This is an optimization exercise on Yosys and OpenROAD, whose aim is small area, not a production implementation.
In this exercise RTL edits were held to simulation tests only and were not proved equivalent to the original.
Power and IR drop assume default switching activity.

File: design.v
`timescale 1ns / 1ps
module Edge_Detection_Top #(
    parameter WIDTH   = 8,
    parameter H_RES   = 80,
    parameter V_RES   = 120,
    parameter TH_HIGH = 40,
    parameter TH_LOW  = 20
) (
    input  logic             clk,
    input  logic             rstn,
    input  logic             i_vsync,
    input  logic             i_hsync,
    input  logic             i_de,
    input  logic [WIDTH-1:0] i_r_data,
    input  logic [WIDTH-1:0] i_g_data,
    input  logic [WIDTH-1:0] i_b_data,
    output logic             o_vsync,
    output logic             o_hsync,
    output logic             o_de,
    output logic [WIDTH-1:0] o_data
);
    localparam int SD = 173;             
    localparam int L2 = 2 * H_RES + 2;   
    logic [SD-1:0] vd, hd, sd;
    always_ff @(posedge clk) begin
        vd <= {vd[SD-2:0], i_vsync};
        hd <= {hd[SD-2:0], i_hsync};
        sd <= {sd[SD-2:0], i_de};
    end
    assign o_vsync = vd[SD-1];
    assign o_hsync = hd[SD-1];
    assign o_de    = sd[SD-1];
    wire en_g = sd[0];   
    wire en_s = sd[3];   
    wire en_n = sd[4];   
    logic [7:0] gray;
    logic [15:0] gsum;
    assign gsum = 16'(i_r_data * 7'd77) + 16'(i_g_data * 8'd150) + 16'(i_b_data * 5'd29);
    always_ff @(posedge clk) gray <= gsum[15:8];
    logic [8*L2-1:0] gc;   
    logic [7:0] g1, g2, g3;   
    logic [11:0] gconv;
    always_comb begin
        gconv = 12'(gc[8*((L2)-1)+:8]) + 12'({gc[8*((L2-1)-1)+:8], 1'b0}) + 12'(gc[8*((L2-2)-1)+:8])
              + 12'({gc[8*((H_RES+2)-1)+:8], 1'b0}) + 12'({gc[8*((H_RES+1)-1)+:8], 2'b0}) + 12'({gc[8*((H_RES)-1)+:8], 1'b0})
              + 12'(gc[8*((2)-1)+:8]) + 12'({gc[8*((1)-1)+:8], 1'b0}) + 12'(gray);
    end
    always_ff @(posedge clk) begin
        if (en_g) begin
            gc <= {gc[8*L2-9:0], gray};
            g1 <= gconv[11:4];
            g2 <= g1;
            g3 <= g2;
        end
    end
    logic [8*L2-1:0] sc;
    always_ff @(posedge clk) if (en_s) sc <= {sc[8*L2-9:0], g3};
    logic signed [10:0] gx, gy;
    always_ff @(posedge clk) begin
        gx <= $signed({3'b0, sc[8*((L2-2)-1)+:8]}) + $signed({2'b0, sc[8*((H_RES)-1)+:8], 1'b0}) + $signed({3'b0, g3})
            - $signed({3'b0, sc[8*((L2)-1)+:8]}) - $signed({2'b0, sc[8*((H_RES+2)-1)+:8], 1'b0}) - $signed({3'b0, sc[8*((2)-1)+:8]});
        gy <= $signed({3'b0, sc[8*((2)-1)+:8]}) + $signed({2'b0, sc[8*((1)-1)+:8], 1'b0}) + $signed({3'b0, g3})
            - $signed({3'b0, sc[8*((L2)-1)+:8]}) - $signed({2'b0, sc[8*((L2-1)-1)+:8], 1'b0}) - $signed({3'b0, sc[8*((L2-2)-1)+:8]});
    end
    logic [10:0] ax, ay;
    logic [11:0] msum;
    logic [7:0] mag;
    logic [1:0] dir;
    always_comb begin
        ax   = gx[10] ? 11'(-gx) : 11'(gx);
        ay   = gy[10] ? 11'(-gy) : 11'(gy);
        msum = ax + ay;
        mag  = (msum[11:9] != 3'b0) ? 8'hFF : msum[8:1];
        if (ax > {ay[9:0], 1'b0}) dir = 2'd0;
        else if (ay > {ax[9:0], 1'b0}) dir = 2'd2;
        else if (gx[10] == gy[10]) dir = 2'd3;
        else dir = 2'd1;
    end
    localparam int LM = H_RES + 1;
    logic [8*LM-1:0] mc;        
    logic [3:0] older_ok;       
    logic [H_RES-1:0] fl;       
    logic [2*H_RES-1:0] dl;     
    logic res;
    logic [7:0] ctr, nb;
    logic f_new, res_new;
    logic [1:0] dold;
    always_comb begin
        f_new = older_ok[dir] & ((dir != 2'd0) | (mc[8*((1)-1)+:8] >= mag));
        dold = dl[2*H_RES-1 -: 2];
        ctr  = mc[8*((LM)-1)+:8];
        case (dold)
            2'd1:    nb = mc[8*((2)-1)+:8];
            2'd2:    nb = mc[8*((1)-1)+:8];
            2'd3:    nb = mag;
            default: nb = 8'd0;
        endcase
        res_new = fl[H_RES-1] & (ctr >= nb);
    end
    always_ff @(posedge clk) begin
        if (en_n) begin
            mc <= {mc[8*LM-9:0], mag};
            older_ok[0] <= (mag >= TH_HIGH) & (mag >= mc[8*((1)-1)+:8]);
            older_ok[1] <= (mag >= TH_HIGH) & (mag >= mc[8*((H_RES-1)-1)+:8]);
            older_ok[2] <= (mag >= TH_HIGH) & (mag >= mc[8*((H_RES)-1)+:8]);
            older_ok[3] <= (mag >= TH_HIGH) & (mag >= mc[8*((H_RES+1)-1)+:8]);
            fl <= {fl[H_RES-2:0], f_new};
            dl <= {dl[2*H_RES-3:0], dir};
            res <= res_new;
        end
    end
    logic [5:0] od;
    always_ff @(posedge clk) od <= {od[4:0], en_n & res};
    assign o_data = {WIDTH{od[5]}};
endmodule
File: config.mk
export PLATFORM = sky130hd
export DESIGN_NAME = Edge_Detection_Top
export DESIGN_NICKNAME = Edge_Detection_Top
export VERILOG_FILES = /design/flow/design.v
export SDC_FILE = /design/flow/constraint.sdc
export NUM_CORES = 4
export LEC_CHECK = 0
export CAP_MARGIN = 40
export CORE_MARGIN = 2
export CORE_UTILIZATION = 35
export PLACE_DENSITY = 0.5
export SLEW_MARGIN = 40
File: constraint.sdc
create_clock -name core_clock -period 10.0 [get_ports {clk}]
set_input_delay 2.0000 -clock core_clock [delete_from_list [all_inputs] [get_ports {clk}]]
set_output_delay 2.0000 -clock core_clock [all_outputs]
set_load 0.01 [all_outputs]
File: run.sh
#!/bin/bash
# synth_recipe.tcl (not shown) runs the flow's synth.tcl, then flattens the netlist and writes it again
# the make line also repeats each setting of config.mk as NAME=value (left out here)
make -C /OpenROAD-flow-scripts/flow DESIGN_CONFIG=/design/flow/config.mk WORK_HOME=/design/flow/orfs CLKGATE_MAP_FILE= SYNTH_SCRIPT=/design/flow/synth_recipe.tcl finish
==> results of run 1 <==
## logic make-up (layout without fill, tap and decap cells)
group / count (synthesis) / in the layout / share of synthesized area
and+or+nand+nor: 143 / 143 / 0.00579
DFF: 4064 / 4064 / 0.927
other: 0 / 2 / 0
muxes: 6 / 6 / 0.000508
adders and majority gates: 356 / 356 / 0.0455
xor gates and xnor gates: 70 / 70 / 0.00500
buffers and inverters: 227 / 1044 / 0.00702
AOI/OAI and AO/OA: 168 / 168 / 0.00913
## layout by cell type, fill, tap and decap left out, types with 27 or more instances in the layout
| cell | n |
|---|---|
| fa_1 | 170 |
| bufinv_16 | 27 |
| clkdlybuf4s50_1 | 38 |
| a21o_1 | 37 |
| inv_1 | 212 |
| clkbuf_1 | 91 |
| clkinv_1 | 54 |
| ha_1 | 179 |
| clkinv_2 | 71 |
| edfxtp_1 | 3509 |
| nor2_1 | 41 |
| clkbuf_16 | 411 |
| dfxtp_1 | 552 |
| clkbuf_8 | 45 |
| xnor2_1 | 52 |
| a21oi_1 | 46 |
## power by group through the flow
stage | clock network, W | registers (W) | logic, W
2_1_floorplan | 0 | 0.0207 | 0.00421
3_3_place_gp | 0 | 0.0205 | 0.00582
3_5_place_dp | 0 | 0.0205 | 0.00585
4_1_cts | 0.0154 | 0.0202 | 0.00588
5_1_grt | 0.0161 | 0.0203 | 0.00665
6_report | 0.0147 | 0.0201 | 0.00570
## worst register-to-register path: stages, from the launching register on
cell      delay [ps]
dfxtp_1          430
inv_1            110
ha_1             280
mux2i_1          340
inv_1            160
ha_1             300
a31oi_1          200
a21oi_1           80
a211o_1          310
a21oi_1          270
o21ai_2          120
maj3_2           330
o22ai_2          350
a41oi_1          250
ha_1             330
nand2b_1         140
a21o_1           190
a21o_1           170
a21o_1           170
a21o_1           180
a21o_1           170
a21o_1           180
a21oi_1          390
nor2b_1           80
## worst max path at each step
stage | start | end | slack (ps) | cells after the start
3_5_place_dp | i_g_data[4] | gray[7] | 1070 | 21
6_report | i_g_data[6] | gray[7] | 2180 | 21
5_1_grt | i_g_data[4] | gray[7] | 1740 | 21
2_1_floorplan | sd[4] | sd[5] | -1970 | 0
3_3_place_gp | i_g_data[4] | gray[7] | 990 | 21
4_1_cts | i_g_data[4] | gray[7] | 2100 | 21
## through the flow
stage / std cells / hold WS [ps] / util / TNS (ps)
5_1_grt: 10626 / 318 / 0.407 / 0
2_1_floorplan: 5034 / 309 / - / -1393910
3_5_place_dp: 9869 / 312 / 0.370 / 0
4_1_cts: 10620 / 310 / 0.407 / 0
3_3_place_gp: 9859 / 310 / 0.369 / 0
6_report: 10626 / 316 / 0.407 / 0
## final cells by class
cell class	instances	area, sq um
antenna	2	5.00
tap	4773	5970
clock buffer	549	11200
multi-input combinational	743	8300
timing repair buffer	81	1170
clock inverter	202	1930
fill	30960	212000
sequential	4064	116000
inverter	212	796
## flip-flops by register name, indices dropped and copies added (netlist names)
| register | count |
|---|---|
| res | 1 |
| older_ok | 4 |
| g3 | 8 |
| od | 6 |
| dl | 160 |
| gy | 11 |
| sc | 1296 |
| gc | 1296 |
| sd | 173 |
| gray | 8 |
| mc | 648 |
| vd | 173 |
| gx | 11 |
| g2 | 8 |
| hd | 173 |
| g1 | 8 |
| fl | 80 |
## layer usage
layer / vias up / track usage
li1: 20320 / -
met1: 22559 / 0.131
met2: 590 / 0.112
met3: 424 / 0.0186
met4: 6 / 0.0357
met5: - / 0
==> run notes, run 1 <==
- Top cells by count, synth: 3509 x edfxtp_1, 555 x dfxtp_1, 212 x inv_1
- R2R Path Start: gy[0]
- Outcome: timing/DRC/antenna clean
- Gate power share: 0.140
- Via count: 43899
- Pre-CTS setup slack: between 1000 and 1500 ps
- H-tree lvl count: 5
- Total track usage: 0.0842
- Worst Setup Slack, final: between 2000 and 2500 ps
- Die height: 603 um
- Max Fanout on Critical Path: 4
- Async S/R FF share, synth: 0
- Worst hold path type: flop to flop
- Total chip power: between 0.04 and 0.05 W
- Cell taking the most area after synthesis: edfxtp_1
- WS Path Type: primary input to flop
- Distinct cells, synth: 65
- Most used cell, CP: fa_1
- Cells along the critical path: clkdlybuf4s50_1, ha_1, ha_1, inv_1, fa_1, fa_1, inv_1, ha_1, xnor2_1, fa_1, inv_1, fa_1, fa_1, inv_1, fa_1, ha_1, a31oi_1, o21ai_0, or4_1, a31oi_1, xnor2_1
- Vias per inst: 4.13
- Buf+Inv Stages, Crit Path: 5
- Die width: between 600 and 700 um
- Share of the synthesized area in the top cell type: 0.839
- Reg power frac: 0.496
- Total Wirelength: 156 mm
- Num CTS Buffers: 403
- Final min period: 7820 ps
- Max incr delay on CP: 580 ps
- Worst EP required: 10850 ps
- Number of enable flip-flop cells after synthesis: between 3000 and 4000
- Placed inst area: roughly 0.13 sq mm
- Clock sink total: 4064
- Initial core utilization: 0.351
- CORE AREA: 0.358 sq mm
- CTS Hold Bufs: 0
- Cts repair resizes: 0
- Final antenna-violating net count: 0
- FF-to-FF End: res
- Clk buf depth: 4
- Avg WL per Cell: 14.7 um
- Synth warnings: 1
- Initial antenna violation count: 7
- Total die area: 0.364 sq mm
- Global-route wire length before repair: 253 mm
- Max Slew Vio Count: 0
- Net switching share of the total power: 0.242
- Switching power total: 0.00980 W
- Layout cells sized above 1: 0.115
- Worst-margin pin slew: a little over 800 ps
- # IOs: 40
- Register clock-pin slew on the reported worst setup and hold paths: 60 ps
- DRT met1 WL: 81.6 mm
- Clock root buffer: clkbuf_16
- Mapped Nets: approximately 5400
- Critical Path End Type: flop
- Max-cap violations: 0
- Dpl hpwl: 71.7 mm
- Setup crit start kind: primary input
- Initial DRC count: around 3600
- Skew-Pair Late Insertion Delay: 930 ps
- Top layer used by detailed routing: met5
- Hold wc startpoint: hd[148]
- Gpl congestion: slightly above 0.7
- Final setup fails: 0
- Post-layout nets: between 5000 and 6000
- Vias in the first global route: around 45000
- Worst Hold Endpoint: hd[149]
- R2R Setup Slk: between 4000 and 5000 ps
- Syn_area_per_cell: approximately 25 sq um
- Post-Syn Area: 0.126 sq mm
- Pleak: 50.6 nW
- Internal power: about 0.031 W
- Met2 wire len: 62.3 mm
- Rows: 220
- Peak VDD IR: 0.174 mV
- Crit path DAT: 8670 ps
- Layout Skew: approximately 56 ps
- Slew HR: 0.446
- Final period util: 0.782
- Post-CTS Setup Inserts: 0
- Met3 Wirelength: 6.57 mm
- Most common cell in the netlist: edfxtp_1
- Largest net degree at the start of global routing: approximately 180
- GRT overflow: 0
- Seq/Total Area, Yosys: 0.927
- Final hold vios: 0
- Fmax: 128 MHz
- Synthesis-to-finish area growth: 16.1%
- TritonCTS clock tree: done
- Crit-path slowest cell: clkdlybuf4s50_1
- Gate Count Post-Synth: 5034
- RSZ-0062 raised after global routing: false
- Power share of the clock group: 0.363
- I/O Buffers: 38
- Hold Crit Depth: 0
- Top_reg_cell synth: edfxtp_1
- Pre-antenna DRT Iters: 4
- Largest cells by area after synthesis: edfxtp_1 84%, dfxtp_1 8.8%, fa_1 2.7%
- Cell family with most CP delay: adder cells
- Worst Reg-to-Reg Cells: 23
- DRC: 0
- Post-route cell area: 0.146 sq mm
- Pwr Density: 278 mW/mm^2
- Synthesis-stage register bit count: 4064
==> run 2: changes to the inputs <==
==> config.mk (replaced) <==
export PLATFORM = sky130hd
export DESIGN_NAME = Edge_Detection_Top
export DESIGN_NICKNAME = Edge_Detection_Top
export VERILOG_FILES = /design/flow/design.v
export SDC_FILE = /design/flow/constraint.sdc
export NUM_CORES = 4
export LEC_CHECK = 0
export CAP_MARGIN = 10
export CORE_MARGIN = 2
export CORE_UTILIZATION = 60
export PLACE_DENSITY = 0.7
export SLEW_MARGIN = 10
==> run 2 against run 1 <==
  * Still clean
  * Core utilization increased by 28 points
  * Cell count decreased by 19%
  * Sequential power hardly changed
  * Critical endpoint unchanged
  * Largest cell class unchanged
  * Highest routed layer is now met4
==> run notes, run 2 <==
- Via count: 43653 (-0.56%)
- Worst hold path type: flop to flop
- Worst Reg-to-Reg Cells: 23 (unchanged)
- Largest net degree at the start of global routing: 228 (+25%)
- Buf+Inv Stages, Crit Path: 5 (unchanged)
- Register clock-pin slew on the reported worst setup and hold paths: 60 ps (about the same)
- CTS Hold Bufs: 0 (unchanged)
- Slew HR: 0.230 (-0.216)
- TritonCTS clock tree: done
- Switching power total: 0.00954 W (-2.7%)
- Top_reg_cell synth: edfxtp_1
- Largest cells by area after synthesis: edfxtp_1 84%, dfxtp_1 8.8%, fa_1 2.7%
- WS Path Type: primary input to flop
- DRC: 0 (unchanged)
- Global-route wire length before repair: 252 mm (-0.32%)
- GRT overflow: 0 (unchanged)
- Final period util: 0.789 (+0.00695)
- Hold wc startpoint: hd[64]
- Net switching share of the total power: 0.238 (-0.00309)
- Vias in the first global route: 44351 (-1.4%)
- Placed inst area: 0.130 sq mm (-2.1%)
- Die height: 462 um (-23%)
- Most used cell, CP: fa_1
- Final min period: 7890 ps (+69.5 ps)
- Layout cells sized above 1: 0.105 (-0.00933)
- Clock sink total: 4064 (unchanged)
- Max incr delay on CP: 510 ps (-70 ps)
- Final hold slack: 300 ps (-16.0 ps)
- Mapped Nets: 5412 (unchanged)
- Die width: 462 um (-23%)
- Power share of the clock group: 0.354 (-0.009)
- R2R Path Start: gy[0]
- Dpl hpwl: 70.1 mm (-2.3%)
- Post-layout nets: 5851 (-0.54%)
- Total die area: 0.213 sq mm (-41%)
- Async S/R FF share, synth: 0 (unchanged)
- Initial DRC count: 4045 (+12%)
- Setup crit start kind: primary input
- Pleak: 50.0 nW (-1.1%)
- Reg power frac: 0.505 (+0.009)
- Gate power share: 0.141 (about the same)
- Layout Skew: 67.2 ps (+11.0 ps)
- Share of the synthesized area in the top cell type: 0.839 (unchanged)
- Cts repair resizes: 0 (unchanged)
- Worst Hold Endpoint: hd[65]
- Vias per inst: 5.10 (+23%)
- Top Registers: gc x1296, sc x1296, mc x648
- Post-CTS Setup Inserts: 0 (unchanged)
- Most common cell in the netlist: edfxtp_1
- Dpl cells: 7877 (-20%)
- R2R Setup Slk: 4410 ps (+170 ps)
- Outcome: timing/DRC/antenna clean
- Total Wirelength: 162 mm (+4.0%)
- Initial antenna violation count: 3 (-4)
- Crit path DAT: 8700 ps (+30 ps)
- Cell Count, Final, Fillers Out: 8561 (-19%)
- # IOs: 40 (unchanged)
- Post-route cell area: 0.142 sq mm (-2.6%)
- Clk buf depth: 4 (unchanged)
- Avg WL per Cell: 19.0 um (+29%)
- Fillers: 12279 (-60%)
- Total chip power: 0.0400 W (-1.4%)
- Internal power: 0.0305 W (-1.0%)
- Cell taking the most area after synthesis: edfxtp_1
- Seq/Total Area, Yosys: 0.927 (unchanged)
- Top cells by count, synth: 3509 x edfxtp_1, 555 x dfxtp_1, 212 x inv_1
- Pwr Density: 281 mW/mm^2 (+1.2%)
- Most common cell after layout, fill and taps aside: edfxtp_1
- Clock root buffer: clkbuf_16
- I/O Buffers: 38 (unchanged)
- Skew-Pair Late Insertion Delay: 930 ps (about the same)
- Synth warnings: 1 (unchanged)
- Cell family with most CP delay: adder cells
- Cells along the critical path: clkdlybuf4s50_1, ha_1, ha_1, inv_1, fa_1, fa_1, inv_1, ha_1, xnor2_1, fa_1, inv_1, fa_1, fa_1, inv_1, fa_1, ha_1, a31oi_1, o21ai_0, or4_1, a31oi_1, xnor2_1
- Final hold vios: 0 (unchanged)
- Final setup fails: 0 (unchanged)
- Syn_area_per_cell: 25.0 sq um (unchanged)
- Critical Path End Type: flop
- Worst-margin pin slew: 1150 ps (+324 ps)
- Num CTS Buffers: 382 (-5.2%)
- Crit-path slowest cell: clkdlybuf4s50_1
- H-tree lvl count: 5 (unchanged)
- Path length in cells of the critical path: 21 (unchanged)
- Fmax: 127 MHz (-0.88%)
- Max Slew Vio Count: 0 (unchanged)
- Worst EP required: 10810 ps (-40 ps)
- Synthesis-stage register bit count: 4064 (unchanged)
- Max Fanout on Critical Path: 4 (unchanged)
- Max-cap violations: 0 (unchanged)
- Final antenna-violating net count: 0 (unchanged)
- Number of enable flip-flop cells after synthesis: 3509 (unchanged)
- Rows: 167 (-24%)
- Gpl congestion: 0.755 (+6.5%)
- Hold Crit Depth: 0 (unchanged)
- Post-Syn Area: 0.126 sq mm (unchanged)
- Initial core utilization: 0.605 (+0.254)
- Peak VDD IR: 0.221 mV (+27%)
- Synthesis-to-finish area growth: 13.1%
- Most frequent cells in the layout: 3509 x edfxtp_1, 552 x dfxtp_1, 392 x clkbuf_16, 215 x inv_1, 179 x ha_1
- FF-to-FF End: res
- RSZ-0062 raised after global routing: false
- Gate Count Post-Synth: 5034 (unchanged)
- Distinct cells, synth: 65 (unchanged)
- CORE AREA: 0.208 sq mm (-42%)
- Core Util, Final: 0.684 (+0.277)
- Pre-antenna DRT Iters: 5 (+1)
- Total track usage: 0.153 (+0.0684)
[run 2: cell types whose count changed in the layout (fill, tap and decap cells not counted), sizes merged]
cell	previous run	this run
buf	41	32
bufinv	27	37
clkbuf	551	482
clkinv	142	136
clkinvlp	12	13
inv	233	226
[run 2: through the flow]
step	setup TNS, ps	worst slack, ps
after floorplan	-1393910	-1970
after global placement	0	1030
after detailed placement	0	1060
after CTS	0	2020
after global routing	0	1710
final	0	2110
[run 2: cells by family (layout without fill, tap and decap cells)]
family / Yosys count / in the layout / share of synthesized area
flip-flops: 4064 / 4064 / 0.927
XOR/XNOR: 70 / 70 / 0.00500
AND/OR/NAND/NOR: 143 / 143 / 0.00579
adder cells (fa/ha/maj): 356 / 356 / 0.0455
AO/OA/AOI/OAI: 168 / 168 / 0.00913
multiplexers: 6 / 6 / 0.000508
buffers and inverters: 227 / 964 / 0.00702
other: 0 / 2 / 0
[run 2: per-layer routing]
metal / global-route usage / vias to the layer above / part of all wire
li1: - / 20190 / -
met1: 0.235 / 22342 / 0.49
met2: 0.224 / 773 / 0.45
met3: 0.0290 / 348 / 0.037
met4: 0.0524 / 0 / 0.027
met5: 0 / - / 0
[run 2: power groups by stage]
stage | registers, W | clock network, W | logic (W)
after global placement | 0.0205 | 0 | 0.00559
after CTS | 0.0202 | 0.0146 | 0.00575
final | 0.0202 | 0.0142 | 0.00564
after floorplan | 0.0207 | 0 | 0.00421
after detailed placement | 0.0205 | 0 | 0.00569
after global routing | 0.0203 | 0.0152 | 0.00650
[run 2: cell type report]
type / instances / area, sq um / area share
flip-flops and latches: 4064 / 116000 / 0.819
clock buffers: 482 / 10400 / 0.0730
multi-input cells: 743 / 8280 / 0.0582
well taps: 2788 / 3490 / 0.0245
clock inverters: 200 / 1980 / 0.0139
inverters: 212 / 796 / 0.00560
repair buffers: 70 / 746 / 0.00525
diodes: 2 / 5.00 / 0.0000352
[run 2: worst max path at each step]
stage                     slack [ps]         from      end
after floorplan                -1970        sd[4]    sd[5]
after global placement          1030  i_g_data[4]  gray[7]
after detailed placement        1060  i_g_data[6]  gray[7]
after CTS                       2020  i_g_data[6]  gray[7]
after global routing            1710  i_g_data[4]  gray[7]
final                           2110  i_g_data[4]  gray[7]
==> run 3: changes to the inputs <==
==> flow/run.sh (new file) <==
#!/bin/bash
# Standard ORFS layout, except that clock tree synthesis uses small clock
# buffers and inserts no dummy balancing loads.  Each tool's output goes to a
# log file of its own in this folder.
set -euo pipefail
cd "$(dirname "$0")/.."
source flow/opts.sh
bash standard.sh "CTS_ARGS=$CTS_ARGS" $EXTRA synth > synth.log 2>&1
bash standard.sh "CTS_ARGS=$CTS_ARGS" $EXTRA floorplan > floorplan.log 2>&1
bash standard.sh "CTS_ARGS=$CTS_ARGS" $EXTRA place > place.log 2>&1
bash standard.sh "CTS_ARGS=$CTS_ARGS" $EXTRA cts > cts.log 2>&1
bash standard.sh "CTS_ARGS=$CTS_ARGS" $EXTRA finish > finish.log 2>&1
==> flow/opts.sh (new file) <==
CTS_ARGS="-sink_clustering_enable -repair_clock_nets -dont_use_dummy_load -buf_list sky130_fd_sc_hd__clkbuf_4"
EXTRA=""
==> standard.sh (new file) <==
#!/bin/bash
# synth_recipe.tcl (not shown) runs the flow's synth.tcl, then flattens the netlist and writes it again
# the make line also repeats each setting of config.mk as NAME=value (left out here)
make -C /OpenROAD-flow-scripts/flow DESIGN_CONFIG=/design/flow/config.mk WORK_HOME=/design/flow/orfs CLKGATE_MAP_FILE= SYNTH_SCRIPT=/design/flow/synth_recipe.tcl "${@:-finish}"
removed: run.sh
==> run 3 against run 2 <==
  * Global-route usage fell by 1.1 points
  * Critical endpoint unchanged
  * Critical path type unchanged
  * Die area unchanged
  * Largest power group unchanged
  * First-iteration DRC count is 5.3% lower
==> run notes, run 3 <==
- Final antenna-violating net count: 0 (unchanged)
- Number of enable flip-flop cells after synthesis: 3509 (unchanged)
- Critical Path End Type: flop
- Top_reg_cell synth: edfxtp_1
- Most common cell after layout, fill and taps aside: edfxtp_1
- Num CTS Buffers: 918 (+140%)
- Post-route cell area: 0.137 sq mm (-3.8%)
- Post-Syn Area: 0.126 sq mm (unchanged)
- Total Wirelength: 150 mm (-7.5%)
- Crit-path slowest cell: clkdlybuf4s50_1
- Vias per inst: 5.12 (+0.50%)
- Share of the synthesized area in the top cell type: 0.839 (unchanged)
- Synthesis-stage register bit count: 4064 (unchanged)
- TritonCTS clock tree: done
- CTS Hold Bufs: 0 (unchanged)
- Clock sink total: 4064 (unchanged)
- Placed inst area: 0.130 sq mm (unchanged)
- Worst EP required: 11190 ps (+380 ps)
- Dpl hpwl: 70.1 mm (unchanged)
- Skew-Pair Late Insertion Delay: 1420 ps (+490 ps)
- Seq/Total Area, Yosys: 0.927 (unchanged)
- Max Slew Vio Count: 0 (unchanged)
- Switching power total: 0.00874 W (-8.4%)
- Cells along the critical path: clkdlybuf4s50_1, ha_1, ha_1, inv_1, fa_1, fa_1, inv_1, ha_1, xnor2_1, fa_1, inv_1, fa_1, fa_1, inv_1, fa_1, ha_1, a31oi_1, o21ai_0, or4_1, a31oi_1, xnor2_1
- Layout cells sized above 1: 0.161 (+0.0561)
- CORE AREA: 0.208 sq mm (unchanged)
- Initial core utilization: 0.605 (unchanged)
- DRC: 0 (unchanged)
- Crit path DAT: 8730 ps (+30 ps)
- Cell family with most CP delay: adder cells
- Worst Reg-to-Reg Cells: 23 (unchanged)
- Synthesis-to-finish area growth: 8.81%
- Gate power share: 0.160 (+0.019)
- Avg WL per Cell: 17.0 um (-10%)
- Total chip power: 0.0351 W (-12%)
- Final period util: 0.754 (-0.0350)
- Rows: 167 (unchanged)
- Worst-margin pin slew: 1180 ps (+23.7 ps)
- Die width: 462 um (unchanged)
- Post-layout nets: 6387 (+9.2%)
- Gate Count Post-Synth: 5034 (unchanged)
- Global-route wire length before repair: 240 mm (-4.9%)
- Reg power frac: 0.575 (+0.070)
- Initial antenna violation count: 6 (+3)
- Pleak: 48.2 nW (-3.7%)
- Outcome: timing/DRC/antenna clean
- Synth warnings: 1 (unchanged)
- Most common cell in the netlist: edfxtp_1
- Die height: 462 um (unchanged)
- Cts repair resizes: 0 (unchanged)
- Max incr delay on CP: 510 ps (about the same)
- Most used cell, CP: fa_1
- Fillers: 13123 (+6.9%)
- Distinct cells, synth: 65 (unchanged)
- H-tree lvl count: 6 (+1)
- Buf+Inv Stages, Crit Path: 5 (unchanged)
- Via count: 45115 (+3.3%)
- Register clock-pin slew on the reported worst setup and hold paths: 70 ps (about the same)
- Top Registers: gc x1296, sc x1296, mc x648
- RSZ-0062 raised after global routing: false
- Largest cells by area after synthesis: edfxtp_1 84%, dfxtp_1 8.8%, fa_1 2.7%
- Max Fanout on Critical Path: 4 (unchanged)
- Max-cap violations: 0 (unchanged)
- Setup crit start kind: primary input
- Final hold vios: 0 (unchanged)
- I/O Buffers: 38 (unchanged)
- Clk buf depth: 4 (unchanged)
- Total die area: 0.213 sq mm (unchanged)
- Fmax: 133 MHz (+4.6%)
- WS Path Type: primary input to flop
- Worst hold path type: flop to flop
- Pre-antenna DRT Iters: 5 (unchanged)
- Peak VDD IR: 0.202 mV (-8.5%)
- Pwr Density: 257 mW/mm^2 (-8.9%)
- Cell taking the most area after synthesis: edfxtp_1
- Final hold slack: 252 ps (-47.9 ps)
- Initial DRC count: 3830 (-5.3%)
- Power share of the clock group: 0.265 (-0.089)
- Hold Crit Depth: 0 (unchanged)
- Setup TNS: 0 ps (unchanged)
- Syn_area_per_cell: 25.0 sq um (unchanged)
- Clock root buffer: clkbuf_4
- Final setup fails: 0 (unchanged)
- # IOs: 40 (unchanged)
- Layout Skew: 163 ps (+95.6 ps)
- Largest net degree at the start of global routing: 228 (unchanged)
- Mapped Nets: 5412 (unchanged)
- Top cells by count, synth: 3509 x edfxtp_1, 555 x dfxtp_1, 212 x inv_1
- GRT overflow: 0 (unchanged)
- Core Util, Final: 0.658 (-0.0262)
- Path length in cells of the critical path: 21 (unchanged)
- Total track usage: 0.142 (-0.0106)
- Post-CTS Setup Inserts: 0 (unchanged)
- Internal power: 0.0263 W (-14%)
- Slew HR: 0.214 (-0.0158)
- Final min period: 7540 ps (-350 ps)
- Vias in the first global route: 46308 (+4.4%)
- Gpl congestion: 0.755 (unchanged)
- Most frequent cells in the layout: 3509 x edfxtp_1, 918 x clkbuf_4, 552 x dfxtp_1, 212 x inv_1, 179 x ha_1
- Async S/R FF share, synth: 0 (unchanged)
- Net switching share of the total power: 0.249 (+0.0107)
[run 3: cell counts after synthesis]
No cell type changed its count.
[run 3: cell families after synthesis]
kind of cell / synth area share
DFF: 0.927
adders and majority gates: 0.0455
buffers and inverters: 0.00702
AOI/OAI and AO/OA: 0.00913
and+or+nand+nor: 0.00579
xor gates and xnor gates: 0.00500
muxes: 0.000508
[run 3: cell type report]
cell class,count,area [sq um],share of cell area
sequential,4064,116000,0.852
antenna,9,22.5,0.000165
timing repair buffer,70,746,0.00545
tap,2788,3490,0.0255
clock buffer,918,6890,0.0504
inverter,212,796,0.00582
multi-input combinational,743,8280,0.0606
[run 3: path summary, 6_finish.rpt]
path                     from      end  slack (ps)
setup reg to reg        gy[0]      res        4470
hold reg to reg        hd[83]   hd[84]         250
setup / recovery  i_g_data[4]  gray[7]        2460
hold / removal         hd[83]   hd[84]         250
[run 3: worst reg2reg max path, cell delays in order (launching register included)]
cell and delay (ps):
dfxtp_1 430, inv_1 110, ha_1 280, mux2i_1 360
inv_1 160, ha_1 300, a31oi_1 180, a21oi_1 80
a211o_1 310, a21oi_1 250, o21ai_2 110, maj3_2 330
o22ai_2 300, a41oi_1 220, ha_1 340, nand2b_1 140
a21o_1 180, a21o_1 170, a21o_1 170, a21o_1 170
a21o_1 180, a21o_1 180, a21oi_1 240, nor2b_1 90
[run 3: power groups by stage]
stage                     clock network [W]  logic [W]  registers [W]
final                               0.00930    0.00561         0.0202
after global routing                 0.0106    0.00647         0.0203
after CTS                           0.00985    0.00573         0.0202
after detailed placement                  0    0.00569         0.0205
after global placement                    0    0.00559         0.0205
after floorplan                           0    0.00421         0.0207
[run 3: metal layers]
metal  share of wire  vias up  wire length [um]  global-route usage
met5               0        -                 0                   0
met4           0.022        0              3380              0.0662
met3           0.047      285              7010              0.0417
met2            0.41      981             62000               0.178
met1            0.52    22654             77700               0.229
li1                -    21195                 -                   -
[run 3: per-stage QoR]
stage	cells	setup slack [ps]
floorplan	5034	-1970
global placement	7877	1030
detailed placement	7877	1060
CTS	8795	2520
global route	8801	2190
finish	8804	2460
==> run 4: changes to the inputs <==
==> flow/opts.sh (replaced) <==
CTS_ARGS="-sink_clustering_enable -repair_clock_nets -dont_use_dummy_load -buf_list sky130_fd_sc_hd__clkbuf_8"
EXTRA=""
==> run 4 against run 3 <==
  * Sequential power barely moved
  * Area after synthesis did not move
  * Clock skew fell by 60 ps
  * Via count fell by 3.3%
  * Largest power group unchanged
  * Largest cell class unchanged
  * Global-route usage fell by 0.23 points
  * Non-clock buffer count did not move
  * Combinational power barely moved
  * Sequential share of layout area fell by 0.89 points
  * Sequential cell count did not move
  * Synthesized cell count did not move
==> run notes, run 4 <==
- I/O Buffers: 38 (unchanged)
- Max Slew Vio Count: 0 (unchanged)
- Hold Crit Depth: 0 (unchanged)
- Critical Path End Type: flop
- Final setup fails: 0 (unchanged)
- Net switching share of the total power: 0.242 (-0.00762)
- Hold wc startpoint: sd[107]
- Core Util, Final: 0.665 (+0.00695)
- Synthesis-to-finish area growth: 9.96%
- Register clock-pin slew on the reported worst setup and hold paths: 60 ps (about the same)
- Async S/R FF share, synth: 0 (unchanged)
- RSZ-0062 raised after global routing: false
- Slew HR: 0.194 (-0.0208)
- Met2 Track Usage GR: 0.179 (+0.000738)
- Share of the synthesized area in the top cell type: 0.839 (unchanged)
- Internal power: 0.0275 W (+4.6%)
- Pleak: 48.3 nW (+0.28%)
- Post-Syn Area: 0.126 sq mm (unchanged)
- Global-route wire length before repair: 235 mm (-2.0%)
- Worst Hold Endpoint: sd[108]
- Clock sink total: 4064 (unchanged)
- Worst-margin pin slew: 1210 ps (+31.1 ps)
- Skew-Pair Late Insertion Delay: 1050 ps (-370 ps)
- Most common cell after layout, fill and taps aside: edfxtp_1
- Final min period: 7870 ps (+329 ps)
- Synth warnings: 1 (unchanged)
- Max Fanout on Critical Path: 4 (unchanged)
- Most frequent cells in the layout: 3509 x edfxtp_1, 606 x clkbuf_8, 552 x dfxtp_1, 212 x inv_1, 179 x ha_1
- H-tree lvl count: 6 (unchanged)
- Initial core utilization: 0.605 (unchanged)
- Reg power frac: 0.556 (-0.019)
- Clk buf depth: 4 (unchanged)
- R2R Path Start: gy[0]
- Vias in the first global route: 44055 (-4.9%)
- Fmax: 127 MHz (-4.2%)
- Gpl congestion: 0.755 (unchanged)
- Total Wirelength: 149 mm (-0.85%)
- Grt met3 use: 0.0373 (-0.00446)
- Cts repair resizes: 0 (unchanged)
- R2R Setup Slk: 4440 ps (-30 ps)
- WS Path Type: primary input to flop
- Layout Skew: 103 ps (-59.9 ps)
- Final period util: 0.787 (+0.0329)
- Via count: 43634 (-3.3%)
- DRC: 0 (unchanged)
- Routing usage on met1: 0.228 (-0.00174)
- Outcome: timing/DRC/antenna clean
- Syn_area_per_cell: 25.0 sq um (unchanged)
- Peak VDD IR: 0.206 mV (+1.9%)
- Total die area: 0.213 sq mm (unchanged)
- Pre-antenna DRT Iters: 7 (+2)
- Total track usage: 0.140 (-0.00226)
- Footprint of the multi-input gates: 0.00828 sq mm (unchanged)
- Clock root buffer: clkbuf_8
- Top cells by count, synth: 3509 x edfxtp_1, 555 x dfxtp_1, 212 x inv_1
- Crit-path slowest cell: clkdlybuf4s50_1
- Vias per inst: 5.14 (+0.29%)
- Top_reg_cell synth: edfxtp_1
- Final hold vios: 0 (unchanged)
- Max-cap violations: 0 (unchanged)
- Reg area: 0.116 sq mm (unchanged)
- Setup TNS: 0 ps (unchanged)
- Initial antenna violation count: 4 (-2)
- Pwr Density: 263 mW/mm^2 (+2.5%)
- Dpl hpwl: 70.1 mm (unchanged)
- Worst Reg-to-Reg Cells: 23 (unchanged)
- Layout cells sized above 1: 0.116 (-0.0459)
- Distinct cells, synth: 65 (unchanged)
- Switching power total: 0.00877 W (+0.38%)
- Number of enable flip-flop cells after synthesis: 3509 (unchanged)
- Mapped Nets: 5412 (unchanged)
- Power share of the clock group: 0.290 (+0.025)
- Die height: 462 um (unchanged)
- Gate Count Post-Synth: 5034 (unchanged)
- Most used cell, CP: fa_1
- Layer with the highest usage: met1
- CORE AREA: 0.208 sq mm (unchanged)
- CTS Hold Bufs: 0 (unchanged)
- Initial DRC count: 3724 (-2.8%)
- Rows: 167 (unchanged)
- Num CTS Buffers: 606 (-34%)
- GRT overflow: 0 (unchanged)
- Setup crit start kind: primary input
- Top Registers: gc x1296, sc x1296, mc x648
- Worst EP required: 10880 ps (-310 ps)
- Max incr delay on CP: 510 ps (about the same)
- Die width: 462 um (unchanged)
- TritonCTS clock tree: done
- Post-layout nets: 6075 (-4.9%)
- Avg WL per Cell: 17.5 um (+2.8%)
- Cells along the critical path: clkdlybuf4s50_1, ha_1, ha_1, inv_1, fa_1, fa_1, inv_1, ha_1, xnor2_1, fa_1, inv_1, fa_1, fa_1, inv_1, fa_1, ha_1, a31oi_1, o21ai_0, or4_1, a31oi_1, xnor2_1
- # IOs: 40 (unchanged)
- Worst hold path type: flop to flop
- Final antenna-violating net count: 0 (unchanged)
- Fillers: 12504 (-4.7%)
- Largest net degree at the start of global routing: 228 (unchanged)
- Worst Setup Slack, final: 2130 ps (-329 ps)
- Synthesis-stage register bit count: 4064 (unchanged)
- Pre-CTS setup slack: 1060 ps (unchanged)
- Most common cell in the netlist: edfxtp_1
- Gate power share: 0.154 (-0.006)
- Cell taking the most area after synthesis: edfxtp_1
- Largest cells by area after synthesis: edfxtp_1 84%, dfxtp_1 8.8%, fa_1 2.7%
- Crit path DAT: 8750 ps (+20 ps)
- Post-CTS Setup Inserts: 0 (unchanged)
- FF-to-FF End: res
- Seq/Total Area, Yosys: 0.927 (unchanged)
[run 4: cell counts after synthesis]
Identical to the previous run, type by type.
[run 4: power groups by stage]
| stage | Combinational, W | Clock [W] | Sequential (W) |
|---|---|---|---|
| after global placement | 0.00559 | 0 | 0.0205 |
| after CTS | 0.00573 | 0.0110 | 0.0202 |
| after detailed placement | 0.00569 | 0 | 0.0205 |
| after floorplan | 0.00421 | 0 | 0.0207 |
| after global routing | 0.00647 | 0.0117 | 0.0203 |
| final | 0.00561 | 0.0105 | 0.0202 |
[run 4: how the worst max path moves through the flow]
stage / from / to / slack, ps / cells after the start
2_1_floorplan: sd[4] / sd[5] / -1970 / 0
3_3_place_gp: i_g_data[4] / gray[7] / 1030 / 21
3_5_place_dp: i_g_data[6] / gray[7] / 1060 / 21
4_1_cts: i_g_data[6] / gray[7] / 2140 / 21
5_1_grt: i_g_data[4] / gray[7] / 1820 / 21
6_report: i_g_data[4] / gray[7] / 2130 / 21
[run 4: cell type report]
class | instances | share of cell area
tap | 2788 | 0.0252
sequential | 4064 | 0.843
multi-input combinational | 743 | 0.0599
inverter | 212 | 0.00576
clock buffer | 606 | 0.0604
antenna | 7 | 0.000127
timing repair buffer | 70 | 0.00540
[run 4: stage by stage]
stage | cell area [sq um] | total power, W | hold slack [ps] | cells
6_report | 138000 | 0.0363 | 280 | 8490
5_1_grt | 138000 | 0.0384 | 280 | 8489
4_1_cts | 138000 | 0.0370 | 276 | 8483
3_5_place_dp | 130000 | 0.0262 | 312 | 7877
3_3_place_gp | 130000 | 0.0261 | 311 | 7877
2_1_floorplan | 126000 | 0.0250 | 309 | 5034
[run 4: worst max-delay path: cells and delay by family]
family / cells / cell delay (ps)
adder cells (fa/ha/maj): 10 / 4170
AO/OA/AOI/OAI: 3 / 910
buffers and inverters: 5 / 740
AND/OR/NAND/NOR: 1 / 510
XOR/XNOR: 2 / 400
[run 4: cells by family (layout without fill, tap and decap cells)]
group | after synthesis | after routing | synth area share
adders and majority gates | 356 | 356 | 0.0455
and+or+nand+nor | 143 | 143 | 0.00579
other | 0 | 7 | 0
AOI/OAI and AO/OA | 168 | 168 | 0.00913
buffers and inverters | 227 | 888 | 0.00702
muxes | 6 | 6 | 0.000508
DFF | 4064 | 4064 | 0.927
xor gates and xnor gates | 70 | 70 | 0.00500
[run 4: layer usage]
metal / wire (um) / vias to the layer above
li1: - / 20267
met4: 4340 / 0
met1: 76600 / 22129
met3: 7220 / 374
met5: 0 / -
met2: 60600 / 864
==> run 5: changes to the inputs <==
--- a/design.v
+++ b/design.v
@@ -34,8 +34,13 @@
     wire en_s = sd[3];   
     wire en_n = sd[4];   
     logic [7:0] gray;
-    logic [15:0] gsum;
-    assign gsum = 16'(i_r_data * 7'd77) + 16'(i_g_data * 8'd150) + 16'(i_b_data * 5'd29);
+    logic [15:0] gsum, rr, gg, bb, rb;
+    assign rr = 16'(i_r_data);
+    assign gg = 16'(i_g_data);
+    assign bb = 16'(i_b_data);
+    assign rb = rr + bb;
+    assign gsum = (rr << 6) + (bb << 4) + (rb << 3) + (rb << 2) + rb
+                + (gg << 7) + (gg << 4) + (gg << 2) + (gg << 1);
     always_ff @(posedge clk) gray <= gsum[15:8];
     logic [8*L2-1:0] gc;   
     logic [7:0] g1, g2, g3;   
@@ -55,26 +60,30 @@
     end
     logic [8*L2-1:0] sc;
     always_ff @(posedge clk) if (en_s) sc <= {sc[8*L2-9:0], g3};
-    logic signed [10:0] gx, gy;
+    logic signed [10:0] ss, tt;
     always_ff @(posedge clk) begin
-        gx <= $signed({3'b0, sc[8*((L2-2)-1)+:8]}) + $signed({2'b0, sc[8*((H_RES)-1)+:8], 1'b0}) + $signed({3'b0, g3})
-            - $signed({3'b0, sc[8*((L2)-1)+:8]}) - $signed({2'b0, sc[8*((H_RES+2)-1)+:8], 1'b0}) - $signed({3'b0, sc[8*((2)-1)+:8]});
-        gy <= $signed({3'b0, sc[8*((2)-1)+:8]}) + $signed({2'b0, sc[8*((1)-1)+:8], 1'b0}) + $signed({3'b0, g3})
-            - $signed({3'b0, sc[8*((L2)-1)+:8]}) - $signed({2'b0, sc[8*((L2-1)-1)+:8], 1'b0}) - $signed({3'b0, sc[8*((L2-2)-1)+:8]});
+        ss <= $signed({3'b0, g3}) - $signed({3'b0, sc[8*((L2)-1)+:8]})
+            + $signed({3'b0, sc[8*((H_RES)-1)+:8]}) - $signed({3'b0, sc[8*((H_RES+2)-1)+:8]})
+            + $signed({3'b0, sc[8*((1)-1)+:8]}) - $signed({3'b0, sc[8*((L2-1)-1)+:8]});
+        tt <= $signed({3'b0, sc[8*((L2-2)-1)+:8]}) - $signed({3'b0, sc[8*((2)-1)+:8]})
+            + $signed({3'b0, sc[8*((H_RES)-1)+:8]}) - $signed({3'b0, sc[8*((H_RES+2)-1)+:8]})
+            - $signed({3'b0, sc[8*((1)-1)+:8]}) + $signed({3'b0, sc[8*((L2-1)-1)+:8]});
     end
-    logic [10:0] ax, ay;
-    logic [11:0] msum;
+    logic [9:0] as, at, ma, mb;
+    logic s_ge_t;
+    logic [11:0] mb3;
     logic [7:0] mag;
     logic [1:0] dir;
     always_comb begin
-        ax   = gx[10] ? 11'(-gx) : 11'(gx);
-        ay   = gy[10] ? 11'(-gy) : 11'(gy);
-        msum = ax + ay;
-        mag  = (msum[11:9] != 3'b0) ? 8'hFF : msum[8:1];
-        if (ax > {ay[9:0], 1'b0}) dir = 2'd0;
-        else if (ay > {ax[9:0], 1'b0}) dir = 2'd2;
-        else if (gx[10] == gy[10]) dir = 2'd3;
-        else dir = 2'd1;
+        as   = ss[10] ? 10'(-ss) : 10'(ss);
+        at   = tt[10] ? 10'(-tt) : 10'(tt);
+        s_ge_t = as >= at;
+        ma   = s_ge_t ? as : at;
+        mb   = s_ge_t ? at : as;
+        mb3  = 12'(mb) + 12'({mb, 1'b0});
+        mag  = (ma[9:8] != 2'b0) ? 8'hFF : ma[7:0];
+        if (mb3 > 12'(ma)) dir = (ss[10] == tt[10]) ? 2'd0 : 2'd2;
+        else dir = s_ge_t ? 2'd3 : 2'd1;
     end
     localparam int LM = H_RES + 1;
     logic [8*LM-1:0] mc;        
==> flow/opts.sh (replaced) <==
CTS_ARGS="-sink_clustering_enable -repair_clock_nets -dont_use_dummy_load -buf_list sky130_fd_sc_hd__clkbuf_8 -sink_clustering_size 20 -sink_clustering_max_diameter 50"
EXTRA=""
==> run 5 against run 4 <==
  * Die area decreased by 0.27%
  * Routed wire length is 6.0% lower
  * Clock skew decreased by 7.1 ps
  * Power fell by 4.6%
  * Combinational power up 33%
  * Synthesized cell count rose by 0.56%
  * Sequential share of layout area up 3.0 points
  * Sequential cell count stayed put
  * Critical path type is now flop to flop
  * Critical endpoint is now fl[0]
==> run notes, run 5 <==
- Vias in the first global route: 40818 (-7.3%)
- Final period util: 0.723 (-0.0638)
- Layout cells sized above 1: 0.0621 (-0.0534)
- Mapped Nets: 5398 (-0.26%)
- Pleak: 45.9 nW (-5.0%)
- Fmax: 138 MHz (+8.8%)
- Most common cell after layout, fill and taps aside: edfxtp_1
- Top cells by count, synth: 3509 x edfxtp_1, 555 x dfxtp_1, 223 x inv_1
- Final setup fails: 0 (unchanged)
- Cell family with most CP delay: compound AO/OA/AOI/OAI gates
- Total die area: 0.213 sq mm (-0.27%)
- Largest cells by area after synthesis: edfxtp_1 84%, dfxtp_1 8.9%, fa_1 2.4%
- Gate Count Post-Synth: 5062 (+0.56%)
- Net switching share of the total power: 0.263 (+0.0215)
- CORE AREA: 0.207 sq mm (-0.20%)
- Share of the synthesized area in the top cell type: 0.841 (+0.00230)
- TritonCTS clock tree: done
- # IOs: 40 (unchanged)
- Final antenna-violating net count: 0 (unchanged)
- Pwr Density: 260 mW/mm^2 (-1.2%)
- Max Slew Vio Count: 0 (unchanged)
- Top Registers: gc x1296, sc x1296, mc x648
- Post-Syn Area: 0.125 sq mm (-0.27%)
- Met3 Wirelength: 5.36 mm (-26%)
- Setup crit start kind: flop
- Cts repair resizes: 0 (unchanged)
- Worst hold path type: flop to flop
- Final min period: 7230 ps (-638 ps)
- I/O Buffers: 38 (unchanged)
- FF-to-FF End: fl[0]
- Reg power frac: 0.582 (+0.026)
- Gpl congestion: 0.765 (+1.2%)
- Top layer used by detailed routing: met4
- R2R Setup Slk: 2770 ps (-1670 ps)
- Die width: 461 um (-0.14%)
- GRT overflow: 0 (unchanged)
- Pre-CTS setup slack: 1760 ps (+703 ps)
- Synthesis-stage register bit count: 4064 (unchanged)
- Final hold slack: 255 ps (-24.8 ps)
- Met2 wire len: 57.1 mm (-5.8%)
- Worst Hold Endpoint: sd[116]
- Clock sink total: 4064 (unchanged)
- Worst-margin pin slew: 1220 ps (+9.75 ps)
- Switching power total: 0.00911 W (+3.9%)
- Initial core utilization: 0.605 (about the same)
- Most common cell in the netlist: edfxtp_1
- Total track usage: 0.131 (-0.00882)
- Synthesis-to-finish area growth: 6.44%
- Rows: 167 (unchanged)
- DRT met1 WL: 73.6 mm (-3.9%)
- Via count: 42027 (-3.7%)
- Pre-antenna DRT Iters: 5 (-2)
- Hold wc startpoint: sd[115]
- Power share of the clock group: 0.203 (-0.087)
- Buf+Inv Stages, Crit Path: 0 (-5)
- Distinct cells, synth: 62 (-4.6%)
- Cell taking the most area after synthesis: edfxtp_1
- WS Path Type: flop to flop
- Vias per inst: 5.13 (-0.14%)
- Seq/Total Area, Yosys: 0.930 (+0.00255)
- Clk buf depth: 4 (unchanged)
- Max incr delay on CP: 570 ps (+60 ps)
- Crit path DAT: 8060 ps (-690 ps)
- Final hold vios: 0 (unchanged)
- Layout Skew: 95.9 ps (-7.09 ps)
- Clock root buffer: clkbuf_8
- Worst Reg-to-Reg Cells: 28 (+22%)
- Num CTS Buffers: 287 (-53%)
- Initial antenna violation count: 2 (-2)
- Worst EP required: 10830 ps (-50 ps)
- Initial DRC count: 3650 (-2.0%)
- Number of enable flip-flop cells after synthesis: 3509 (unchanged)
- Hold Crit Depth: 0 (unchanged)
- Dpl hpwl: 68.3 mm (-2.6%)
- Syn_area_per_cell: 24.8 sq um (-0.83%)
- Worst Setup Slack, final: 2770 ps (+638 ps)
- Top_reg_cell synth: edfxtp_1
- Post-CTS Setup Inserts: 0 (unchanged)
- R2R Path Start: tt[2]
- Max Fanout on Critical Path: 25 (+21)
- Outcome: timing/DRC/antenna clean
- H-tree lvl count: 5 (-1)
- RSZ-0062 raised after global routing: false
- Most frequent cells in the layout: 3509 x edfxtp_1, 552 x dfxtp_1, 287 x clkbuf_8, 223 x inv_1, 157 x ha_1
- Max-cap violations: 0 (unchanged)
- Post-layout nets: 5733 (-5.6%)
- Slew HR: 0.187 (-0.00650)
- Avg WL per Cell: 17.1 um (-2.5%)
- DRC: 0 (unchanged)
- Register clock-pin slew on the reported worst setup and hold paths: 110 ps (+50 ps)
- Crit-path slowest cell: nand2_1
- Critical Path End Type: flop
- Synth warnings: 1 (unchanged)
- Largest net degree at the start of global routing: 234 (+2.6%)
- Peak VDD IR: 0.462 mV (+120%)
- CTS Hold Bufs: 0 (unchanged)
- Total Wirelength: 140 mm (-6.0%)
- Gate power share: 0.215 (+0.061)
- Async S/R FF share, synth: 0 (unchanged)
- Internal power: 0.0255 W (-7.3%)
- Core Util, Final: 0.643 (-0.0218)
- Die height: 461 um (-0.14%)
- Skew-Pair Late Insertion Delay: 1030 ps (-20 ps)
- Global-route wire length before repair: 221 mm (-5.9%)
run 5: cell types whose count changed after synthesis, sizes merged, moves of 10 or more:
| cell | previous run | this run |
|---|---|---|
| a21oi | 46 | 71 |
| ha | 179 | 157 |
| fa | 170 | 150 |
| o21bai | 6 | 21 |
| nand2 | 24 | 38 |
| inv | 212 | 223 |
| xor2 | 18 | 28 |
run 5: metal layers:
metal / track usage / up-vias
met4: 0.0454 / 0
met5: 0 / -
met2: 0.172 / 614
met3: 0.0260 / 308
met1: 0.220 / 21446
li1: - / 19659
run 5: worst register-to-register path: cells and delay by family, from the launching register on:
| family | cells | cell delay, ps |
|---|---|---|
| AO/OA/AOI/OAI | 12 | 2760 |
| flip-flops | 1 | 350 |
| AND/OR/NAND/NOR | 9 | 2310 |
| multiplexers | 2 | 400 |
| adder cells (fa/ha/maj) | 3 | 860 |
| XOR/XNOR | 2 | 410 |
run 5: cells by family (layout without fill, tap and decap cells):
group | count (synthesis) | in the layout | synth area share
AOI/OAI and AO/OA | 210 | 210 | 0.0110
xor gates and xnor gates | 73 | 73 | 0.00510
adders and majority gates | 307 | 307 | 0.0396
buffers and inverters | 242 | 575 | 0.00755
DFF | 4064 | 4064 | 0.930
muxes | 9 | 9 | 0.000759
other | 0 | 6 | 0
and+or+nand+nor | 157 | 157 | 0.00631
run 5: per-stage QoR:
step | cell area, sq um | std cells | setup TNS, ps | power [W]
floorplan | 125000 | 5062 | -1393910 | 0.0265
global placement | 129000 | 7896 | 0 | 0.0279
detailed placement | 129000 | 7896 | 0 | 0.0281
CTS | 133000 | 8183 | 0 | 0.0352
global route | 133000 | 8187 | 0 | 0.0368
finish | 133000 | 8189 | 0 | 0.0346
run 5: final cells by class:
type	count	area [sq um]
multi-input combinational	756	7870
sequential	4064	116000
clock buffer	287	3950
timing repair buffer	65	708
inverter	223	837
tap	2788	3490
fill	13105	73900
antenna	6	15.0
run 5: how the worst max path moves through the flow:
stage	from	endpoint	slack [ps]	cells past startpoint
2_1_floorplan	sd[4]	sd[5]	-1970	0
3_3_place_gp	i_b_data[0]	gray[7]	1720	24
3_5_place_dp	i_r_data[0]	gray[7]	1760	24
4_1_cts	tt[2]	fl[0]	2690	28
5_1_grt	tt[2]	fl[0]	2000	28
6_report	tt[2]	fl[0]	2770	28
run 5: power groups by stage:
stage	registers (W)	clock network (W)	logic, W
floorplan	0.0207	0	0.00577
global placement	0.0205	0	0.00739
detailed placement	0.0205	0	0.00755
CTS	0.0202	0.00745	0.00760
global route	0.0203	0.00798	0.00854
finish	0.0201	0.00704	0.00745
==> run 6: changes to the inputs <==
==> flow/opts.sh (replaced) <==
CTS_ARGS="-sink_clustering_enable -repair_clock_nets -dont_use_dummy_load -buf_list sky130_fd_sc_hd__clkbuf_4 -sink_clustering_size 10 -sink_clustering_max_diameter 40"
EXTRA=""
==> run 6 against run 5 <==
  * Clock skew is 19 ps higher
  * Largest power group unchanged
  * Clock-buffer cell count is 197 higher
  * Still clean
  * Die area stayed put
  * Combinational power hardly changed
  * First-iteration DRC count is 8.8% higher
  * Critical path type unchanged
==> run notes, run 6 <==
- R2R Path Start: tt[2]
- Clock root buffer: clkbuf_4
- Crit path DAT: 8450 ps (+390 ps)
- Max Fanout on Critical Path: 25 (unchanged)
- Hold wc startpoint: hd[27]
- Outcome: timing/DRC/antenna clean
- Initial DRC count: 3973 (+8.8%)
- Clk buf depth: 4 (unchanged)
- Power share of the clock group: 0.197 (-0.006)
- Fmax: 137 MHz (-0.76%)
- Post-layout nets: 5930 (+3.4%)
- Die width: 461 um (unchanged)
- Total Wirelength: 143 mm (+2.3%)
- Syn_area_per_cell: 24.8 sq um (unchanged)
- Dpl hpwl: 68.3 mm (unchanged)
- Synthesis-stage register bit count: 4064 (unchanged)
- Synthesis-to-finish area growth: 6.19%
- Skew-Pair Late Insertion Delay: 1400 ps (+370 ps)
- Final min period: 7290 ps (+55.8 ps)
- Switching power total: 0.00925 W (+1.5%)
- Peak VDD IR: 0.466 mV (+0.73%)
- Avg WL per Cell: 17.1 um (-0.14%)
- Worst EP required: 11160 ps (+330 ps)
- Worst hold path type: flop to flop
- DRC: 0 (unchanged)
- R2R Setup Slk: 2710 ps (-60 ps)
- Clock sink total: 4064 (unchanged)
- Gpl congestion: 0.765 (unchanged)
- Largest cells by area after synthesis: edfxtp_1 84%, dfxtp_1 8.9%, fa_1 2.4%
- # IOs: 40 (unchanged)
- Layout cells sized above 1: 0.0951 (+0.0330)
- Max Slew Vio Count: 0 (unchanged)
- Final period util: 0.729 (+0.00558)
- Reg power frac: 0.586 (+0.004)
- Most frequent cells in the layout: 3509 x edfxtp_1, 552 x dfxtp_1, 484 x clkbuf_4, 223 x inv_1, 157 x ha_1
- Top cells by count, synth: 3509 x edfxtp_1, 555 x dfxtp_1, 223 x inv_1
- Synth warnings: 1 (unchanged)
- Via count: 43246 (+2.9%)
- Placed inst area: 0.129 sq mm (unchanged)
- Initial antenna violation count: 3 (+1)
- Gate Count Post-Synth: 5062 (unchanged)
- Post-route cell area: 0.133 sq mm (-0.23%)
- Max incr delay on CP: 570 ps (about the same)
- Cts repair resizes: 0 (unchanged)
- Post-CTS Setup Inserts: 0 (unchanged)
- Total chip power: 0.0344 W (-0.69%)
- Max-cap violations: 0 (unchanged)
- Worst-margin pin slew: 1200 ps (-19.8 ps)
- Pleak: 46.0 nW (+0.36%)
- Vias per inst: 5.16 (+0.46%)
- Share of the synthesized area in the top cell type: 0.841 (unchanged)
- Internal power: 0.0252 W (-1.5%)
- Worst Hold Endpoint: hd[28]
- FF-to-FF End: fl[0]
- Net switching share of the total power: 0.269 (+0.00574)
- Pre-antenna DRT Iters: 5 (unchanged)
- Pwr Density: 259 mW/mm^2 (-0.46%)
- Most common cell after layout, fill and taps aside: edfxtp_1
- Gate power share: 0.217 (+0.002)
- Async S/R FF share, synth: 0 (unchanged)
- GRT overflow: 0 (unchanged)
- WS Path Type: flop to flop
- Critical Path End Type: flop
- Hold Crit Depth: 0 (unchanged)
- Number of enable flip-flop cells after synthesis: 3509 (unchanged)
- Mapped Nets: 5398 (unchanged)
- Final setup fails: 0 (unchanged)
- Largest net degree at the start of global routing: 234 (unchanged)
- Top Registers: gc x1296, sc x1296, mc x648
- Cell taking the most area after synthesis: edfxtp_1
- Top_reg_cell synth: edfxtp_1
- Distinct cells, synth: 62 (unchanged)
- Slew HR: 0.200 (+0.0132)
- Global-route wire length before repair: 228 mm (+3.1%)
- Setup crit start kind: flop
- Worst Reg-to-Reg Cells: 28 (unchanged)
- TritonCTS clock tree: done
- I/O Buffers: 38 (unchanged)
- Total track usage: 0.135 (+0.00395)
- CORE AREA: 0.207 sq mm (unchanged)
- Initial core utilization: 0.605 (unchanged)
- CTS Hold Bufs: 0 (unchanged)
- Seq/Total Area, Yosys: 0.930 (unchanged)
- Num CTS Buffers: 484 (+69%)
- Layout Skew: 115 ps (+19.1 ps)
- Post-Syn Area: 0.125 sq mm (unchanged)
- Total die area: 0.213 sq mm (unchanged)
- RSZ-0062 raised after global routing: false
- Register clock-pin slew on the reported worst setup and hold paths: 100 ps (about the same)
- Most common cell in the netlist: edfxtp_1
- Final hold vios: 0 (unchanged)
- Die height: 461 um (unchanged)
- Crit-path slowest cell: nand2_1
- Vias in the first global route: 42769 (+4.8%)
- Rows: 167 (unchanged)
- H-tree lvl count: 5 (unchanged)
- Final antenna-violating net count: 0 (unchanged)
==> run 6: worst max-delay path by stage <==
stage	slack, ps	depth (start not counted)	start	end
final	2710	28	tt[2]	fl[0]
after global routing	1930	28	tt[2]	fl[0]
after detailed placement	1760	24	i_r_data[0]	gray[7]
after floorplan	-1970	0	sd[4]	sd[5]
after global placement	1720	24	i_b_data[0]	gray[7]
after CTS	2600	28	tt[2]	fl[0]
==> run 6: cells by family after synthesis <==
group | after synthesis | share of synthesized area
flip-flops | 4064 | 0.930
adder cells (fa/ha/maj) | 307 | 0.0396
buffers and inverters | 242 | 0.00755
AO/OA/AOI/OAI | 210 | 0.0110
AND/OR/NAND/NOR | 157 | 0.00631
XOR/XNOR | 73 | 0.00510
multiplexers | 9 | 0.000759
==> run 6: power groups by stage <==
stage               combinational, W  clock, W  sequential [W]
detailed placement           0.00755         0          0.0205
CTS                          0.00760   0.00724          0.0202
finish                       0.00746   0.00679          0.0201
floorplan                    0.00577         0          0.0207
global route                 0.00854   0.00785          0.0203
global placement             0.00739         0          0.0205
==> run 6: worst max-delay path, delay by kind of cell (launching register included) <==
family          cells  cell delay, ps
flops               1             360
compound gates     12            2760
mux                 2             400
simple gates        9            2300
fa+ha+maj           3             860
xor+xnor            2             410
==> run 6: per-stage QoR <==
step / hold WS [ps] / util / worst slack (ps) / instances / TNS [ps]
6_report: 261 / 0.642 / 2710 / 8388 / 0
5_1_grt: 257 / 0.642 / 1930 / 8388 / 0
4_1_cts: 265 / 0.642 / 2600 / 8380 / 0
3_5_place_dp: 312 / 0.624 / 1760 / 7896 / 0
3_3_place_gp: 310 / 0.624 / 1720 / 7896 / 0
2_1_floorplan: 309 / - / -1970 / 5062 / -1393910
==> run 6: per-layer routing <==
layer	part of all wire	GRT usage
met5	0	0
met4	0.027	0.0545
met3	0.042	0.0300
met2	0.40	0.172
met1	0.53	0.225
==> run 6: cell type report <==
class / count / area [sq um]
Antenna cell: 8 / 20.0
Timing Repair Buffer: 65 / 708
Sequential cell: 4064 / 116000
Clock buffer: 484 / 3630
Multi-Input combinational cell: 756 / 7870
Inverter: 223 / 837
Tap cell: 2788 / 3490
Fill cell: 13390 / 74200

==> port drivers added, routing unchanged <==
In the flow no input, the clock included, has a driving cell. The finished layouts below were timed again as built, in two steps.
Step 1: set_driving_cell puts a clkbuf_16 on clk and a buf_2 on each other input, an assumption about the parent block.
Step 2 times the ports against the registers' clock, not the clock port: input delays grow and output delays shrink by t, the midpoint of the rising clock arrivals with the driver on.
a / b / c = ideal ports / drivers / drivers and shift; a / b = the first two.
| run | shift t [ns] | setup slack, ns | worst setup path at the end | clock arrival spread, ns | slew at the worst register clock pin (ns) |
|---|---|---|---|---|---|
| run 1 | 0.993 | 2.177 / 2.242 / 1.249 | input to register | 0.061 / 0.060 | 0.07 / 0.07 |
| run 2 | 0.987 | 2.108 / 2.165 / 1.177 | input to register | 0.091 / 0.091 | 0.07 / 0.07 |
| run 3 | 1.421 | 2.458 / 2.511 / 1.090 | input to register | 0.177 / 0.177 | 0.07 / 0.07 |
| run 4 | 1.085 | 2.129 / 2.185 / 1.100 | input to register | 0.117 / 0.117 | 0.08 / 0.08 |
| run 5 | 1.063 | 2.766 / 2.766 / 1.793 | input to register | 0.103 / 0.102 | 0.11 / 0.11 |
| run 6 | 1.401 | 2.711 / 2.711 / 1.866 | input to register | 0.159 / 0.159 | 0.11 / 0.11 |
After both steps setup and hold are still met in every run listed. For run 3, which loses most, drivers alone change the setup slack by +0.053 ns; drivers and shift together by -1.368 ns.
